Context: an optimization exercise on an open-source flow, tuned for small area, a short achievable clock period and few clock cycles. The choices shown serve that exercise and are no tape-out recipe.
In this exercise RTL edits were held to simulation tests only and were not proved equivalent to the original.
No activity file was given, so power comes from the tool's default toggle rates.

==> flow/design.v, too long to show whole: its modules and the start of the top module <==
// module fa: 5 lines
// module ha: 5 lines
// module hn: 6 lines
// module nd: 5 lines
// module an: 5 lines
// module top: 5240 lines
module top(clk, rst, start, x, y, z, mem_rdata, mem_addr, mem_wdata, mem_wen, done);
  // ...
==> flow/run.sh <==
#!/bin/bash
# synth_recipe.tcl (not shown) runs the flow's synth.tcl, then flattens the netlist and writes it again
# the make line also repeats each setting of config.mk as NAME=value (left out here)
make -C /OpenROAD-flow-scripts/flow DESIGN_CONFIG=/design/flow/config.mk WORK_HOME=/design/flow/orfs CLKGATE_MAP_FILE= SYNTH_SCRIPT=/design/flow/synth_recipe.tcl finish
==> flow/config.mk <==
export PLATFORM = sky130hd
export DESIGN_NAME = top
export DESIGN_NICKNAME = top
export VERILOG_FILES = /design/flow/design.v
export SDC_FILE = /design/flow/constraint.sdc
export NUM_CORES = 4
export LEC_CHECK = 0
export CAP_MARGIN = 20
export CORE_MARGIN = 2
export CORE_UTILIZATION = 40
export CTS_CLUSTER_DIAMETER = 80
export CTS_CLUSTER_SIZE = 30
export SLEW_MARGIN = 20
export SYNTH_HIERARCHICAL = 1
==> flow/constraint.sdc <==
create_clock -name core_clock -period 10.0 [get_ports {clk}]
set_input_delay 2.0000 -clock core_clock [delete_from_list [all_inputs] [get_ports {clk}]]
set_output_delay 2.0000 -clock core_clock [all_outputs]
set_load 0.01 [all_outputs]
==> summary.md, run 1 <==
| Metric | Value |
|---|---|
| Launch point of the critical path | mem_addr[0]$_DFFE_PP_ |
| Synthesized net count | 4,370 |
| Starting density of the core | between 40% and 50% |
| Biggest register | C |
| Die width | 347 um |
| I/O pins | approximately 80 |
| Area inside the core boundary | 117,000 um^2 |
| Hold endpoint | C[0][3]$_DFF_P_ |
| Crit path launch type | flip-flop |
| Largest registers | C: 440 flops, F: 128 flops |
| Static Leak | approximately 23 nW |
| Number of antenna violations at the first check in global routing | 5 |
| Flip-flop count of the largest register after layout | 440 |
| Number of remaining DRC errors | 0 |
| Fmax achieved | approximately 280 MHz |
| Wire length of the first global-routing pass | approximately 190 mm |
| Yosys warns | 9 |
| Setup TNS Final | 0 ns |
| Number of flops mapped to enable cells by yosys | just over 200 |
| Setup Fix Bufs, Post-CTS | 0 |
| Global routing met2 resource utilization | between 30 and 40% |
| Commonest cells after routing, fill and taps aside | 977 x sky130_fd_sc_hd__and2_1, 778 x sky130_fd_sc_hd__fa_1, 688 x sky130_fd_sc_hd__dfxtp_1 |
| Worst slew margin | between 30% and 40% |
| Clock tree from TritonCTS | done |
| Final routed wirelength across all metal layers | around 130 mm |
| Via count of the routed design | ~26k |
| Power Dens Cells | roughly 180 nW/um^2 |
| Outcome | no timing/DRC/antenna violations |
| Fraction of area in multi-input gates | a little over half |
| Endpoint of the most critical setup path | mem_addr[0] |
| Number of instances on the worst hold path | 0 |
| Buffers added on ports | 80 |
| Data arrival time at the worst-slack endpoint | between 1.5 and 2 ns |
| Clock sink total | between 800 and 900 |
| Share of flip-flops with an asynchronous set or reset after synthesis | 0% |
| Number of clock-tree buffers in the layout | 57 |
| Fraction of synthesized area in multiplexers | 1.33% |
Testbench counts, summed over its fixed seeds: cycles 6,744.
==> run 2, diff against run 1 <==
--- a/flow/design.v
+++ b/flow/design.v
@@ -5209,30 +5209,28 @@
   r3004 <= c2966;
   r3005 <= s2967;
   r3006 <= c2968;
   r3007 <= s2998;
   r3008 <= c2999;
   r3009 <= s3000;
   r3010 <= c3001;
 end
-reg [3:1] vp;     
-reg [7:0] rq;
-always @(posedge clk) rq <= res;
+reg [2:1] vp;     
 reg [7:0] fq [0:3];
 reg [1:0] wp, rp;
 reg [2:0] cnt;
 wire wr_next = running && !lastw && !ld_next && !fl_next && (cnt != 3'd0);
 always @(posedge clk) begin
-  if (vp[3]) fq[wp] <= rq;
+  if (vp[2]) fq[wp] <= res;
 end
-wire push = vp[3];
+wire push = vp[2];
 always @(posedge clk) begin
   if (rst) begin
-    running <= 1'b0; done <= 1'b0; mem_wen <= 1'b0; vp <= {3{1'b0}};
+    running <= 1'b0; done <= 1'b0; mem_wen <= 1'b0; vp <= {2{1'b0}};
     wp <= 2'd0; rp <= 2'd0; cnt <= 3'd0; lastw <= 1'b0; go <= 1'b0;
   end else begin
     go <= idle && start;
     vp <= {vp, win_v};
     if (go) running <= 1'b1;
     if (running) mem_wen <= wr_next;
     if (wr_next && wcnt == 8'd168) lastw <= 1'b1;
     if (running && lastw) begin
@@ -5253,14 +5251,12 @@
   if (go) wcnt <= 8'd0;
   else if (wr_next) wcnt <= wcnt + 8'd1;
   if (go || ld_next) iaddr <= iaddr + 9'd4;
   else if (idle) iaddr <= x;
   if (idle) faddr <= y;
   else if (fl_next) faddr <= faddr + 9'd4;
   if (idle) waddr <= z;
   else if (wr_next) waddr <= waddr + 9'd1;
-  if (go || ld_next) mem_addr <= iaddr;
-  else if (fl_next) mem_addr <= faddr;
-  else if (wr_next) mem_addr <= waddr;
-  if (wr_next) mem_wdata <= fq[rp];
+  mem_addr <= (go || ld_next) ? iaddr : (fl_next ? faddr : waddr);
+  mem_wdata <= fq[rp];
 end
 endmodule
==> flow/flow/run.sh (new file) <==
#!/bin/bash
set -euo pipefail
export BUFFER_PORTS_ARGS="-buffer_cell sky130_fd_sc_hd__buf_4"
bash standard.sh > standard.log 2>&1
==> flow/standard.sh (new file) <==
#!/bin/bash
# synth_recipe.tcl (not shown) runs the flow's synth.tcl, then flattens the netlist and writes it again
# the make line also repeats each setting of config.mk as NAME=value (left out here)
make -C /OpenROAD-flow-scripts/flow DESIGN_CONFIG=/design/flow/config.mk WORK_HOME=/design/flow/orfs CLKGATE_MAP_FILE= SYNTH_SCRIPT=/design/flow/synth_recipe.tcl "${@:-finish}"
removed: flow/run.sh
==> run 2 against run 1 <==
Net effect:
- synthesized cell count decreased by 0.38%
- non-clock buffer count shrank 4
- worst setup slack better by 0.085 ns
- critical path depth grew 5
- combinational power about the same
- clock skew grew 0.0011 ns
- critical endpoint is now r2927$_DFF_P_
- largest cell class unchanged
==> summary.md, run 2 <==
| Metric | Value |
|---|---|
| Mean routed wirelength per cell | 25.6 um (was 24.9 um) |
| Number of global-route vias before repair | 27.4k (was 28.1k) |
| Starting density of the core | 40.3% (was 40.5%) |
| Setup Fix Bufs, Post-CTS | 0 (unchanged) |
| Number of cell rows | 125 (unchanged) |
| Detailed router's first-iteration violation count | 2,043 (was 2,292) |
| Worst-Margin Slew | 1.09 ns (was 0.899 ns) |
| Netlist Area Pre-Place | 46,900 um^2 (was 47,200 um^2) |
| Buffers added on ports | 80 (unchanged) |
| Clock latency of the later-clocked register in the worst-skew pair | 0.71 ns (was 0.68 ns) |
| Final min period | 3.52 ns (was 3.60 ns) |
| Final routed wirelength across all metal layers | 129 mm (was 126 mm) |
| Critical Path Slowest Stage Cell | sky130_fd_sc_hd__edfxtp_1 (was sky130_fd_sc_hd__clkdlybuf4s50_1) |
| Number of placed instances, taps included | 4,951 (was 4,968) |
| Ratio of cells with drive above 1 in the final layout | 6.86% (was 3.94%) |
| Post-DP HPWL | 101 mm (was 99.7 mm) |
| Crit path launch type | flip-flop (unchanged) |
| Clock tree from TritonCTS | done (unchanged) |
| Most common cell after layout, fill and taps aside | sky130_fd_sc_hd__and2_1 (unchanged) |
| Via density per instance | 5.16 (was 5.18) |
| Unrepaired setup endpoints after global routing | no (unchanged) |
| 1st-pass router iterations | 5 (unchanged) |
| Aggregate global routing overflow | 0 (unchanged) |
| Xor/xnor share of the synthesized area | 0.747% (was 0.817%) |
| Largest family of logic cells by synthesized area | adder cells (unchanged) |
| Area growth from synthesis to layout | 9.08% (was 9.16%) |
| Number of remaining DRC errors | 0 (unchanged) |
| Number of antenna violations at the first check in global routing | 11 (was 5) |
| Clock root buffer master | sky130_fd_sc_hd__clkbuf_16 (unchanged) |
| Biggest register | C (unchanged) |
| Largest vdd supply drop | 0.157 mV (was 0.149 mV) |
| Compound-cell area share of the yosys netlist | 2.52% (was 2.65%) |
| Post-CTS Hold Fix Bufs | 0 (unchanged) |
| Cts bufs inserted | 49 (was 45) |
| Area contributors post-synth | sky130_fd_sc_hd__fa_1 33%, sky130_fd_sc_hd__dfxtp_1 30%, sky130_fd_sc_hd__and2_1 13%, sky130_fd_sc_hd__edfxtp_1 12%, sky130_fd_sc_hd__ha_1 4.1% (was sky130_fd_sc_hd__fa_1 33%, sky130_fd_sc_hd__dfxtp_1 29%, sky130_fd_sc_hd__edfxtp_1 13%, sky130_fd_sc_hd__and2_1 13%, sky130_fd_sc_hd__ha_1 4.0%) |
| Number of nets in the layout | 4,470 (was 4,483) |
| Clock sink total | 883 (was 892) |
| Total of endpoints with negative setup slack in the final report | 0 (unchanged) |
| Top flip-flop cell by instance count after synthesis | sky130_fd_sc_hd__dfxtp_1 (unchanged) |
| Kind of end point of the critical path | flip-flop (was primary output) |
| Synthesized-area fraction occupied by and/or/nand/nor cells | 15.6% (was 15.3%) |
| Synthesized instance count | 3,365 (was 3,378) |
| Outcome | no timing/DRC/antenna violations (unchanged) |
| Family of cells with the greatest summed delay on the critical path | adder cells (was buffers and inverters) |
| Area inside the core boundary | 116,000 um^2 (was 117,000 um^2) |
| Fmax achieved | 284 MHz (was 278 MHz) |
| Static Leak | 23.4 nW (was 23.3 nW) |
| Library cell with the highest instance count after synthesis | sky130_fd_sc_hd__and2_1 (unchanged) |
| Largest fanout of any net on the critical path | 8 (was 1) |
| Pin count of the biggest net entering global routing | 37 (unchanged) |
| Max-cap violations | 0 (unchanged) |
| Overall die area | 120,000 um^2 (was 121,000 um^2) |
| Top cells by instance count after synthesis | 965 x sky130_fd_sc_hd__and2_1, 778 x sky130_fd_sc_hd__fa_1, 696 x sky130_fd_sc_hd__dfxtp_1, 187 x sky130_fd_sc_hd__edfxtp_1, 152 x sky130_fd_sc_hd__ha_1 (was 977 x sky130_fd_sc_hd__and2_1, 778 x sky130_fd_sc_hd__fa_1, 688 x sky130_fd_sc_hd__dfxtp_1, 204 x sky130_fd_sc_hd__edfxtp_1, 152 x sky130_fd_sc_hd__ha_1) |
| Mapped Avg Cell Area | 13.9 um^2 (was 14.0 um^2) |
| Synthesized net count | 4,357 (was 4,370) |
| Yosys warns | 9 (unchanged) |
| Non-filler cells, final | 5,042 (was 5,053) |
| Part of the cycle the worst path needs | 35.2% (was 36.0%) |
| Placer's final routability congestion estimate | 1.01 (was 0.926) |
| Data required time at the worst endpoint | 10.55 ns (was 8.00 ns) |
| Remaining antenna violation count | 0 (unchanged) |
| Number of unique standard cell types used by synthesis | 67 (was 59) |
| Total count of hold-check failures in the final report | 0 (unchanged) |
| Number of resized instances in the post-cts repair step | 0 (unchanged) |
| Worst Path Buf+Inv | 0 (was 1) |
| Stage delay of the slowest cell on the critical path | 0.57 ns (was 0.55 ns) |
| Gr usage total | 21.9% (was 21.3%) |
| Worst slew margin | 27.2% (was 39.9%) |
| Most area-hungry cell type in the Yosys netlist | sky130_fd_sc_hd__fa_1 (unchanged) |
| Worst hold path class | reg -> reg (unchanged) |
| Number of flops mapped to enable cells by yosys | 187 (was 204) |
| Wire length of the first global-routing pass | 190 mm (was 187 mm) |
| Flip-flop count of the largest register after layout | 440 (unchanged) |
| Setup TNS Final | 0 ns (unchanged) |
| Worst path most repeated cell | sky130_fd_sc_hd__fa_1 |
| Die Y | 346 um (was 347 um) |
| Via count of the routed design | 26.0k (was 26.2k) |
| Fraction of synthesized area in multiplexers | 1.36% (was 1.33%) |
| Commonest cells after routing, fill and taps aside | 965 x sky130_fd_sc_hd__and2_1, 778 x sky130_fd_sc_hd__fa_1, 694 x sky130_fd_sc_hd__dfxtp_1 (was 977 x sky130_fd_sc_hd__and2_1, 778 x sky130_fd_sc_hd__fa_1, 688 x sky130_fd_sc_hd__dfxtp_1) |
| Flip-flop and latch count after synthesis | 883 (was 892) |
| Share of the yosys chip area belonging to registers | 41.7% (was 42.2%) |
| Maximum buffer depth of the clock tree | 3 (unchanged) |
| Share of flip-flops with an asynchronous set or reset after synthesis | 0% (unchanged) |
| CP Class | reg -> reg (was reg -> out) |
| Power Dens Cells | 181 nW/um^2 (was 177 nW/um^2) |
| Adder-cell share of the synthesized area | 37.6% (was 37.3%) |
| Filler instances | 10.5k (was 10.6k) |
| Post-synth top area share | 33.2% (was 33.0%) |
| Max Transition Viols Final | 0 (unchanged) |
| CP Cell Sequence | and2_1 > fa_1 > fa_1 > fa_1 > fa_1 > fa_1 (was clkdlybuf4s50_1) |
| Largest registers | C: 440 flops, F: 128 flops (unchanged) |
| Number of levels in the clock H-tree | 2 (unchanged) |
| Data arrival time at the worst-slack endpoint | 4.07 ns (was 1.60 ns) |
| CTS clock-pin slew for the worst setup and hold paths | 0.10 ns (was 0.12 ns) |
| I/O pins | 81 (unchanged) |
| Die width | 346 um (was 347 um) |
| Worst clock skew | 0.0420 ns (was 0.0408 ns) |
run 2: kinds of logic after synthesis:
logic type | after synthesis
xor gates and xnor gates | 40
adders and majority gates | 946
muxes | 50
AOI/OAI and AO/OA | 173
and+or+nand+nor | 1227
buffers and inverters | 46
DFF | 883
run 2: worst paths after layout:
path | endpoint | slack [ns] | from | cells after the start
setup / recovery | r2927$_DFF_P_ | 6.48 | F[2][14]$_DFFE_PP_ | 6
hold / removal | C[30][5]$_DFF_P_ | 0.32 | C[29][5]$_DFF_P_ | 0
setup reg to reg | r2927$_DFF_P_ | 6.48 | F[2][14]$_DFFE_PP_ | 6
hold reg to reg | C[30][5]$_DFF_P_ | 0.32 | C[29][5]$_DFF_P_ | 0
run 2: final cells by class:
cell class | instances | area (um^2) | area share [%]
Tap cell | 1524 | 1910 | 3.73
Antenna cell | 4 | 10.0 | 0.0196
Multi-Input combinational cell | 2436 | 27100 | 53.0
Sequential cell | 883 | 19600 | 38.2
Clock buffer | 53 | 1240 | 2.43
Timing Repair Buffer | 87 | 653 | 1.28
Clock inverter | 34 | 569 | 1.11
Inverter | 21 | 78.8 | 0.154
run 2: modules after synthesis (local to each module, per instance):
| module | flip-flops and latches | area, um^2 | cells inside |
|---|---|---|---|
| fa | 0 | 20.0 | 1 |
| ha | 0 | 12.5 | 1 |
| top | 883 | 29800 | 2464 |
run 2: stage by stage:
step / area (um^2) / setup slack [ns] / util [%] / total power [W] / hold WS [ns]
6_report: 51100 / 6.48 / 44.0 / 0.00926 / 0.316
5_1_grt: 51100 / 6.43 / 44.0 / 0.00976 / 0.329
4_1_cts: 51100 / 6.51 / 44.0 / 0.00933 / 0.330
3_5_place_dp: 49300 / 6.51 / 42.4 / 0.00687 / 0.312
3_3_place_gp: 49300 / 6.52 / 42.4 / 0.00683 / 0.310
2_1_floorplan: 46900 / 6.90 / - / 0.00587 / 0.310
run 2: per-layer routing:
layer	routed length [um]	vias up	track usage, %
li1	-	11200	-
met1	56000	13700	30.5
met2	57700	946	33.7
met3	10200	181	4.63
met4	5250	2	8.22
met5	13	-	0
run 2: power by group:
group | leakage (nW) | total, W | internal [W] | switching (W)
Clock | 0.857 | 0.00245 | 0.00102 | 0.00143
Combinational | 15.1 | 0.00237 | 0.00104 | 0.00133
Sequential | 7.43 | 0.00443 | 0.00411 | 0.000322
Total | 23.4 | 0.00926 | 0.00617 | 0.00309
Testbench counts of run 2, summed over its fixed seeds: cycles 6,720.
==> run 3, diff against run 2 <==
==> flow/run.sh (new file) <==
#!/bin/bash
# synth_recipe.tcl (not shown) runs the flow's synth.tcl, then flattens the netlist and writes it again
# the make line also repeats each setting of config.mk as NAME=value (left out here)
make -C /OpenROAD-flow-scripts/flow DESIGN_CONFIG=/design/flow/config.mk WORK_HOME=/design/flow/orfs CLKGATE_MAP_FILE= SYNTH_SCRIPT=/design/flow/synth_recipe.tcl finish
removed: flow/flow/run.sh
removed: flow/standard.sh
==> run 3 against run 2 <==
Net effect:
- utilization grew 0.068 points
- sequential cell count unchanged
- via count is 0.45% lower
- clock power is 4% lower
- clock skew is 0.0027 ns lower
- synthesized cell count did not move
- area after synthesis did not move
- maximum frequency is 2.0% lower
- total power is 0.99% lower
- routed wire length is 0.29% lower
- sequential power about the same
- global-route usage down 0.14 points
==> summary.md, run 3 <==
| Metric | Value |
|---|---|
| Outcome | no timing/DRC/antenna violations (unchanged) |
| Xor/xnor share of the synthesized area | 0.747% (unchanged) |
| Share of the yosys chip area belonging to registers | 41.7% (unchanged) |
| Final min period | 3.59 ns (was 3.52 ns) |
| Power Dens Cells | 179 nW/um^2 (was 181 nW/um^2) |
| Largest family of logic cells by synthesized area | adder cells (unchanged) |
| Post-layout power | 0.00916 W (was 0.00926 W) |
| Area growth from synthesis to layout | 9.25% (was 9.08%) |
| Max Transition Viols Final | 0 (unchanged) |
| Number of unique standard cell types used by synthesis | 67 (unchanged) |
| Flip-flop count of the largest register after layout | 440 (unchanged) |
| Unrepaired setup endpoints after global routing | no (unchanged) |
| Die Y | 346 um (unchanged) |
| Number of remaining DRC errors | 0 (unchanged) |
| Total of endpoints with negative setup slack in the final report | 0 (unchanged) |
| Number of levels in the clock H-tree | 2 (unchanged) |
| Clock root buffer master | sky130_fd_sc_hd__clkbuf_16 (unchanged) |
| Overall die area | 120,000 um^2 (unchanged) |
| Setup Fix Bufs, Post-CTS | 0 (unchanged) |
| Clock tree from TritonCTS | done (unchanged) |
| Max-cap violations | 0 (unchanged) |
| Filler instances | 10.5k (about the same) |
| Starting density of the core | 40.3% (unchanged) |
| Maximum buffer depth of the clock tree | 3 (unchanged) |
| Family of cells with the greatest summed delay on the critical path | adder cells (unchanged) |
| Crit path launch type | flip-flop (unchanged) |
| Critical Path Slowest Stage Cell | sky130_fd_sc_hd__edfxtp_1 (unchanged) |
| Ratio of cells with drive above 1 in the final layout | 4.36% (was 6.86%) |
| Clock latency of the later-clocked register in the worst-skew pair | 0.68 ns (was 0.71 ns) |
| Data arrival time at the worst-slack endpoint | 4.13 ns (was 4.07 ns) |
| Sw power | 0.00298 W (was 0.00309 W) |
| Die width | 346 um (unchanged) |
| Largest fanout of any net on the critical path | 8 (unchanged) |
| Flip-flop and latch count after synthesis | 883 (unchanged) |
| Worst clock skew | 0.0393 ns (was 0.0420 ns) |
| Fmax achieved | 279 MHz (was 284 MHz) |
| R2R Path Start | F[2][25]$_DFFE_PP_ (was F[2][14]$_DFFE_PP_) |
| Number of antenna violations at the first check in global routing | 13 (was 11) |
| Top cells by instance count after synthesis | 965 x sky130_fd_sc_hd__and2_1, 778 x sky130_fd_sc_hd__fa_1, 696 x sky130_fd_sc_hd__dfxtp_1, 187 x sky130_fd_sc_hd__edfxtp_1, 152 x sky130_fd_sc_hd__ha_1 (unchanged) |
| Netlist Area Pre-Place | 46,900 um^2 (unchanged) |
| Final routed wirelength across all metal layers | 129 mm (about the same) |
| Fraction of synthesized area in multiplexers | 1.36% (unchanged) |
| Aggregate global routing overflow | 0 (unchanged) |
| Stage delay of the slowest cell on the critical path | 0.66 ns (was 0.57 ns) |
| Number of global-route vias before repair | 27.4k (about the same) |
| Gr usage total | 21.8% (was 21.9%) |
| Synthesized-area fraction occupied by and/or/nand/nor cells | 15.6% (unchanged) |
| Kind of end point of the critical path | flip-flop (unchanged) |
| Logic pwr share | 25.8% (was 25.6%) |
| Post-DP HPWL | 101 mm (about the same) |
| Remaining antenna violation count | 0 (unchanged) |
| Commonest cells after routing, fill and taps aside | 965 x sky130_fd_sc_hd__and2_1, 778 x sky130_fd_sc_hd__fa_1, 694 x sky130_fd_sc_hd__dfxtp_1 (unchanged) |
| Worst slack, placed | 6.46 ns (was 6.51 ns) |
| Switching Share | 32.5% (was 33.3%) |
| Biggest register | C (unchanged) |
| Internal power | 0.00618 W (was 0.00617 W) |
| Mapped Avg Cell Area | 13.9 um^2 (unchanged) |
| Worst hold path class | reg -> reg (unchanged) |
| Detailed router's first-iteration violation count | 2,367 (was 2,043) |
| Final critical-path setup slack | 6.41 ns (was 6.48 ns) |
| Placer's final routability congestion estimate | 0.978 (was 1.01) |
| Post-CTS Hold Fix Bufs | 0 (unchanged) |
| Area inside the core boundary | 116,000 um^2 (unchanged) |
| Most common cell after layout, fill and taps aside | sky130_fd_sc_hd__and2_1 (unchanged) |
| Compound-cell area share of the yosys netlist | 2.52% (unchanged) |
| Post-synth top area share | 33.2% (unchanged) |
| Setup TNS Final | 0 ns (unchanged) |
| Number of resized instances in the post-cts repair step | 0 (unchanged) |
| Total count of hold-check failures in the final report | 0 (unchanged) |
| Cts bufs inserted | 46 (was 49) |
| Worst slew margin | 32.9% (was 27.2%) |
| Worst Path Buf+Inv | 0 (unchanged) |
| Worst-Margin Slew | 0.997 ns (was 1.09 ns) |
| CTS clock-pin slew for the worst setup and hold paths | 0.11 ns (was 0.10 ns) |
| Clock share of power | 25.8% (was 26.5%) |
| CP Class | reg -> reg (unchanged) |
| Hold endpoint | C[43][7]$_DFF_P_ (was C[30][5]$_DFF_P_) |
| Adder-cell share of the synthesized area | 37.6% (unchanged) |
| Share of flip-flops with an asynchronous set or reset after synthesis | 0% (unchanged) |
| Number of instances on the worst hold path | 0 (unchanged) |
| Worst-case reg-to-reg path depth | 6 (unchanged) |
| Pin count of the biggest net entering global routing | 37 (unchanged) |
| Top flip-flop cell by instance count after synthesis | sky130_fd_sc_hd__dfxtp_1 (unchanged) |
| Number of nets in the layout | 4,465 (was 4,470) |
| Largest registers | C: 440 flops, F: 128 flops (unchanged) |
| Via count of the routed design | 25.9k (was 26.0k) |
| Library cell with the highest instance count after synthesis | sky130_fd_sc_hd__and2_1 (unchanged) |
| Part of the cycle the worst path needs | 35.9% (was 35.2%) |
| Reg2reg end | r2656$_DFF_P_ (was r2927$_DFF_P_) |
| Data required time at the worst endpoint | 10.54 ns (was 10.55 ns) |
| Clock sink total | 883 (unchanged) |
| Synthesized net count | 4,357 (unchanged) |
| Worst path most repeated cell | sky130_fd_sc_hd__fa_1 (unchanged) |
| I/O pins | 81 (unchanged) |
| Mean routed wirelength per cell | 25.6 um (about the same) |
| Storage element area | 19,600 um^2 (about the same) |
| Wire length of the first global-routing pass | 189 mm (was 190 mm) |
| Multi-input gate area in the final layout | 27,100 um^2 (about the same) |
| Most area-hungry cell type in the Yosys netlist | sky130_fd_sc_hd__fa_1 (unchanged) |
| Static Leak | 23.3 nW (was 23.4 nW) |
| Synthesized instance count | 3,365 (unchanged) |
| Part of the power in registers | 48.4% (was 47.9%) |
| Startpoint of the worst hold path | C[42][7]$_DFF_P_ (was C[29][5]$_DFF_P_) |
| 1st-pass router iterations | 5 (unchanged) |
| CP Cell Sequence | and2_1 > fa_1 > fa_1 > fa_1 > fa_1 > fa_1 (unchanged) |
| Launch point of the critical path | F[2][25]$_DFFE_PP_ (was F[2][14]$_DFFE_PP_) |
| Largest vdd supply drop | 0.145 mV (was 0.157 mV) |
| Number of cell rows | 125 (unchanged) |
| Number of flops mapped to enable cells by yosys | 187 (unchanged) |
| Yosys warns | 9 (unchanged) |
| Area contributors post-synth | sky130_fd_sc_hd__fa_1 33%, sky130_fd_sc_hd__dfxtp_1 30%, sky130_fd_sc_hd__and2_1 13%, sky130_fd_sc_hd__edfxtp_1 12%, sky130_fd_sc_hd__ha_1 4.1% (unchanged) |
| Via density per instance | 5.14 (was 5.16) |
| Buffers added on ports | 80 (unchanged) |
| Worst reg2reg setup slack | 6.41 ns (was 6.48 ns) |
==> run 3: changes by cell type in the layout (fill, tap and decap cells not counted), moves of 2 or more <==
cell	previous run	this run
sky130_fd_sc_hd__buf_4	87	5
sky130_fd_sc_hd__inv_12	9	4
sky130_fd_sc_hd__inv_16	2	6
sky130_fd_sc_hd__bufinv_16	0	2
sky130_fd_sc_hd__inv_4	0	2
sky130_fd_sc_hd__inv_8	7	2
sky130_fd_sc_hd__clkinv_16	6	2
sky130_fd_sc_hd__clkdlybuf4s50_1	0	80
==> run 3: routing by layer <==
metal / up-vias / global-route usage (%) / wire, um
li1: 11200 / - / -
met1: 13600 / 31.0 / 56800
met2: 883 / 33.6 / 57600
met3: 190 / 3.81 / 9340
met4: 0 / 7.69 / 5070
met5: - / 0 / 0
==> run 3: power by group through the flow <==
stage | clock, W | combinational [W] | sequential [W]
after CTS | 0.00243 | 0.00237 | 0.00444
after global placement | 0 | 0.00231 | 0.00452
after floorplan | 0 | 0.00151 | 0.00436
final | 0.00236 | 0.00236 | 0.00444
after detailed placement | 0 | 0.00236 | 0.00453
after global routing | 0.00254 | 0.00263 | 0.00448
==> run 3: cell families after synthesis <==
logic type | Yosys count
AO/OA/AOI/OAI | 173
buffers and inverters | 46
adder cells (fa/ha/maj) | 946
AND/OR/NAND/NOR | 1227
XOR/XNOR | 40
multiplexers | 50
flip-flops | 883
==> run 3: worst max-delay path by stage <==
stage	to	slack, ns	cells past startpoint
2_1_floorplan	r2659$_DFF_P_	6.90	6
5_1_grt	mem_wdata[3]	6.34	1
6_report	r2656$_DFF_P_	6.41	6
4_1_cts	mem_wdata[3]	6.33	1
3_3_place_gp	r2656$_DFF_P_	6.49	6
3_5_place_dp	r2659$_DFF_P_	6.46	6
==> run 3: through the flow <==
| stage | utilization, % | instances | cell area [um^2] | hold WS [ns] |
|---|---|---|---|---|
| 3_5_place_dp | 42.6 | 4949 | 49500 | 0.312 |
| 2_1_floorplan | - | 3365 | 46900 | 0.310 |
| 6_report | 44.1 | 5034 | 51200 | 0.307 |
| 3_3_place_gp | 42.6 | 4949 | 49500 | 0.310 |
| 4_1_cts | 44.1 | 5031 | 51200 | 0.315 |
| 5_1_grt | 44.1 | 5032 | 51200 | 0.318 |
==> run 3: modules after synthesis, one instance, submodules excluded <==
module / area, um^2 / flip-flops and latches
ha: 12.5 / 0
top: 29800 / 883
fa: 20.0 / 0
==> run 3: final cells by class <==
class / count / area share (%)
tap: 1524 / 3.72
antenna: 3 / 0.0147
multi-input combinational: 2436 / 53.0
clock inverter: 29 / 0.923
sequential: 883 / 38.2
inverter: 21 / 0.154
clock buffer: 53 / 2.38
timing repair buffer: 85 / 1.64
==> run 4, diff against run 3 <==
--- a/flow/config.mk
+++ b/flow/config.mk
@@ -9,3 +9,3 @@
 export CORE_MARGIN = 2
-export CORE_UTILIZATION = 40
+export CORE_UTILIZATION = 65
 export CTS_CLUSTER_DIAMETER = 80
==> run 4 against run 3 <==
Net effect:
- still clean on timing, DRC and antenna
- clock skew is 0.011 ns lower
- clock power is 2% lower
- non-clock buffer count is 2 higher
- largest cell class unchanged
- highest routed layer is now met5
==> summary.md, run 4 <==
| Metric | Value |
|---|---|
| Outcome | no timing/DRC/antenna violations (unchanged) |
| Post-detailed-placement cell area | 48,800 um^2 (was 49,500 um^2) |
| I/O pins | 81 (unchanged) |
| Gr usage total | 35.9% (was 21.8%) |
| Part of the cycle the worst path needs | 37.0% (was 35.9%) |
| Largest registers | C: 440 flops, F: 128 flops (unchanged) |
| Worst Path Buf+Inv | 0 (unchanged) |
| Filler instances | 4,813 (was 10.5k) |
| CP Class | reg -> reg (unchanged) |
| Ratio of cells with drive above 1 in the final layout | 4.28% (was 4.36%) |
| Clock sink total | 883 (unchanged) |
| Area contributors post-synth | sky130_fd_sc_hd__fa_1 33%, sky130_fd_sc_hd__dfxtp_1 30%, sky130_fd_sc_hd__and2_1 13%, sky130_fd_sc_hd__edfxtp_1 12%, sky130_fd_sc_hd__ha_1 4.1% (unchanged) |
| Switching Share | 32.9% (was 32.5%) |
| Total of endpoints with negative setup slack in the final report | 0 (unchanged) |
| Placer's final routability congestion estimate | 1.05 (was 0.978) |
| Worst slew margin | 35.4% (was 32.9%) |
| Top flip-flop cell by instance count after synthesis | sky130_fd_sc_hd__dfxtp_1 (unchanged) |
| Clock share of power | 25.1% (was 25.8%) |
| Most common cell after layout, fill and taps aside | sky130_fd_sc_hd__and2_1 (unchanged) |
| Detailed router's first-iteration violation count | 2,809 (was 2,367) |
| Hold endpoint | C[41][6]$_DFF_P_ (was C[43][7]$_DFF_P_) |
| Setup TNS Final | 0 ns (unchanged) |
| Kind of end point of the critical path | flip-flop (unchanged) |
| CTS clock-pin slew for the worst setup and hold paths | 0.11 ns (about the same) |
| Logic pwr share | 26.7% (was 25.8%) |
| Worst clock skew | 0.0286 ns (was 0.0393 ns) |
| Top cells by instance count after synthesis | 965 x sky130_fd_sc_hd__and2_1, 778 x sky130_fd_sc_hd__fa_1, 696 x sky130_fd_sc_hd__dfxtp_1, 187 x sky130_fd_sc_hd__edfxtp_1, 152 x sky130_fd_sc_hd__ha_1 (unchanged) |
| Post-layout power | 0.00921 W (was 0.00916 W) |
| Number of antenna violations at the first check in global routing | 7 (was 13) |
| Cts bufs inserted | 45 (was 46) |
| Launch point of the critical path | F[0][1]$_DFFE_PP_ (was F[2][25]$_DFFE_PP_) |
| Power Dens Cells | 183 nW/um^2 (was 179 nW/um^2) |
| Part of the power in registers | 48.2% (was 48.4%) |
| Total count of hold-check failures in the final report | 0 (unchanged) |
| 1st-pass router iterations | 5 (unchanged) |
| Via count of the routed design | 27.1k (was 25.9k) |
| Worst path most repeated cell | sky130_fd_sc_hd__fa_1 (unchanged) |
| Die width | 273 um (was 346 um) |
| Area inside the core boundary | 71,500 um^2 (was 116,000 um^2) |
| Number of instances on the worst hold path | 0 (unchanged) |
| Synthesized instance count | 3,365 (unchanged) |
| CP Cell Sequence | and2_1 > fa_1 > fa_1 > fa_1 > fa_1 > fa_1 (unchanged) |
| Wire length of the first global-routing pass | 191 mm (was 189 mm) |
| Internal power | 0.00618 W (about the same) |
| Buffers added on ports | 80 (unchanged) |
| Aggregate global routing overflow | 0 (unchanged) |
| Number of unique standard cell types used by synthesis | 67 (unchanged) |
| Mean routed wirelength per cell | 28.9 um (was 25.6 um) |
| Netlist Area Pre-Place | 46,900 um^2 (unchanged) |
| Final routed wirelength across all metal layers | 129 mm (about the same) |
| Remaining antenna violation count | 0 (unchanged) |
| Setup Fix Bufs, Post-CTS | 0 (unchanged) |
| Area growth from synthesis to layout | 7.63% (was 9.25%) |
| Number of global-route vias before repair | 29.4k (was 27.4k) |
| Data required time at the worst endpoint | 10.53 ns (was 10.54 ns) |
| Most area-hungry cell type in the Yosys netlist | sky130_fd_sc_hd__fa_1 (unchanged) |
| Number of resized instances in the post-cts repair step | 0 (unchanged) |
| Die Y | 273 um (was 346 um) |
| Share of the yosys chip area belonging to registers | 41.7% (unchanged) |
| Layout Cell Area excl Fill | 50,500 um^2 (was 51,200 um^2) |
| Largest vdd supply drop | 0.221 mV (was 0.145 mV) |
| Maximum buffer depth of the clock tree | 3 (unchanged) |
| Commonest cells after routing, fill and taps aside | 965 x sky130_fd_sc_hd__and2_1, 778 x sky130_fd_sc_hd__fa_1, 696 x sky130_fd_sc_hd__dfxtp_1 (was 965 x sky130_fd_sc_hd__and2_1, 778 x sky130_fd_sc_hd__fa_1, 694 x sky130_fd_sc_hd__dfxtp_1) |
| Clock tree from TritonCTS | done (unchanged) |
| Post-DP HPWL | 103 mm (was 101 mm) |
| Pin count of the biggest net entering global routing | 37 (unchanged) |
| Worst slack, placed | 6.39 ns (was 6.46 ns) |
| Share of flip-flops with an asynchronous set or reset after synthesis | 0% (unchanged) |
| Mapped Avg Cell Area | 13.9 um^2 (unchanged) |
| Number of cell rows | 98 (was 125) |
| Max-cap violations | 0 (unchanged) |
| Worst hold path class | reg -> reg (unchanged) |
| Largest fanout of any net on the critical path | 8 (unchanged) |
| Library cell with the highest instance count after synthesis | sky130_fd_sc_hd__and2_1 (unchanged) |
| Unrepaired setup endpoints after global routing | no (unchanged) |
| Final min period | 3.70 ns (was 3.59 ns) |
| Worst-Margin Slew | 0.959 ns (was 0.997 ns) |
| Overall die area | 74,300 um^2 (was 120,000 um^2) |
| Sw power | 0.00303 W (was 0.00298 W) |
| Fmax achieved | 270 MHz (was 279 MHz) |
| Stage delay of the slowest cell on the critical path | 0.69 ns (was 0.66 ns) |
| Critical Path Slowest Stage Cell | sky130_fd_sc_hd__edfxtp_1 (unchanged) |
| R2R Path Start | F[0][1]$_DFFE_PP_ (was F[2][25]$_DFFE_PP_) |
| Startpoint of the worst hold path | C[40][6]$_DFF_P_ (was C[42][7]$_DFF_P_) |
| Data arrival time at the worst-slack endpoint | 4.23 ns (was 4.13 ns) |
| Clock latency of the later-clocked register in the worst-skew pair | 0.65 ns (was 0.68 ns) |
| Flip-flop count of the largest register after layout | 440 (unchanged) |
| Number of remaining DRC errors | 0 (unchanged) |
| Worst-case reg-to-reg path depth | 6 (unchanged) |
| Static Leak | 23.2 nW (was 23.3 nW) |
| Post-synth top area share | 33.2% (unchanged) |
| Family of cells with the greatest summed delay on the critical path | adder cells (unchanged) |
| Crit path launch type | flip-flop (unchanged) |
| Via density per instance | 6.07 (was 5.14) |
| Flip-flop and latch count after synthesis | 883 (unchanged) |
| Synthesized net count | 4,357 (unchanged) |
| Biggest register | C (unchanged) |
| Worst reg2reg setup slack | 6.30 ns (was 6.41 ns) |
| Number of levels in the clock H-tree | 2 (unchanged) |
| Post-CTS Hold Fix Bufs | 0 (unchanged) |
| Yosys warns | 9 (unchanged) |
| Max Transition Viols Final | 0 (unchanged) |
| Starting density of the core | 65.6% (was 40.3%) |
| Number of nets in the layout | 4,466 (was 4,465) |
| Final critical-path setup slack | 6.30 ns (was 6.41 ns) |
| Number of flops mapped to enable cells by yosys | 187 (unchanged) |
| Clock root buffer master | sky130_fd_sc_hd__clkbuf_16 (unchanged) |
| Reg2reg end | r2637$_DFF_P_ (was r2656$_DFF_P_) |
-- run 4: cell types whose count changed in the layout (fill, tap and decap cells not counted), sizes merged --
cell      delta
clkinvlp     +1
clkinv       -1
clkbuf       +2
buf          +2
diode        -1
bufinv       -1
inv          -4
-- run 4: layout make-up --
type                    count  area (um^2)  share of cell area (%)
clock inverters            24          400                   0.794
inverters                  21         78.8                   0.156
well taps                 950         1190                    2.36
clock buffers              55         1250                    2.48
flip-flops and latches    883        19500                    38.7
repair buffers             87          853                    1.69
multi-input cells        2436        27100                    53.8
diodes                      2         5.00                 0.00992
-- run 4: worst max-delay path by stage --
stage	to	slack (ns)	cells after the start
finish	r2637$_DFF_P_	6.30	6
global route	r2660$_DFF_P_	6.31	6
CTS	r2637$_DFF_P_	6.37	6
detailed placement	r2637$_DFF_P_	6.39	6
global placement	r2637$_DFF_P_	6.42	6
floorplan	r2659$_DFF_P_	6.90	6
-- run 4: power by group through the flow --
stage | logic, W | clock network, W | registers [W]
after detailed placement | 0.00240 | 0 | 0.00452
after global routing | 0.00267 | 0.00246 | 0.00448
after floorplan | 0.00151 | 0 | 0.00436
after CTS | 0.00242 | 0.00233 | 0.00444
final | 0.00246 | 0.00231 | 0.00445
after global placement | 0.00231 | 0 | 0.00450
-- run 4: cells by family after synthesis --
logic type               after synthesis  share of synthesized area, %
AND/OR/NAND/NOR                     1227                          15.6
adder cells (fa/ha/maj)              946                          37.6
flip-flops                           883                          41.7
AO/OA/AOI/OAI                        173                          2.52
multiplexers                          50                          1.36
buffers and inverters                 46                         0.448
XOR/XNOR                              40                         0.747
-- run 4: metal layers --
| layer | GRT usage [%] | vias to the layer above | wire, um |
|---|---|---|---|
| met1 | 48.3 | 14200 | 49800 |
| met5 | 0.257 | - | 23 |
| met4 | 17.1 | 2 | 7350 |
| met2 | 56.9 | 1343 | 60500 |
| met3 | 7.07 | 282 | 11200 |
| li1 | - | 11200 | - |
-- run 4: per-module statistics from Yosys (local to each module, per instance) --
module	area [um^2]	cells inside	flops+latches
ha	12.5	1	0
top	29800	2464	883
fa	20.0	1	0
-- run 4: through the flow --
step	cells	hold WS, ns	utilization, %
global placement	4377	0.310	68.3
floorplan	3365	0.310	-
global route	4456	0.325	70.6
finish	4458	0.323	70.6
detailed placement	4377	0.312	68.3
CTS	4456	0.324	70.6

## re-timing with driven ports
The flow's constraints put no driver on any port. The routed layouts listed below were extracted and timed again, unchanged, in two steps.
Step 1 assumes that a clkbuf_16 drives the clock port and a buf_2 every other input.
Step 2 also shifts input and output timing later by t, the mid clock arrival at the registers, as if the neighbouring blocks saw the same clock.
Slacks: ideal / step 1 / step 2; pairs: ideal / step 1.
run	t (ns)	slack for setup (ns)	worst hold slack (ns)	clock arrival spread, ns
run 1	0.731	6.397 / 6.323 / 6.457	0.315 / 0.315 / 0.315	0.055 / 0.054
run 2	0.749	6.482 / 6.482 / 6.482	0.316 / 0.316 / 0.316	0.063 / 0.062
run 3	0.732	6.409 / 6.358 / 6.409	0.307 / 0.307 / 0.307	0.042 / 0.043
run 4	0.696	6.296 / 6.296 / 6.296	0.323 / 0.323 / 0.323	0.034 / 0.035
After both steps every run listed still meets setup and hold.
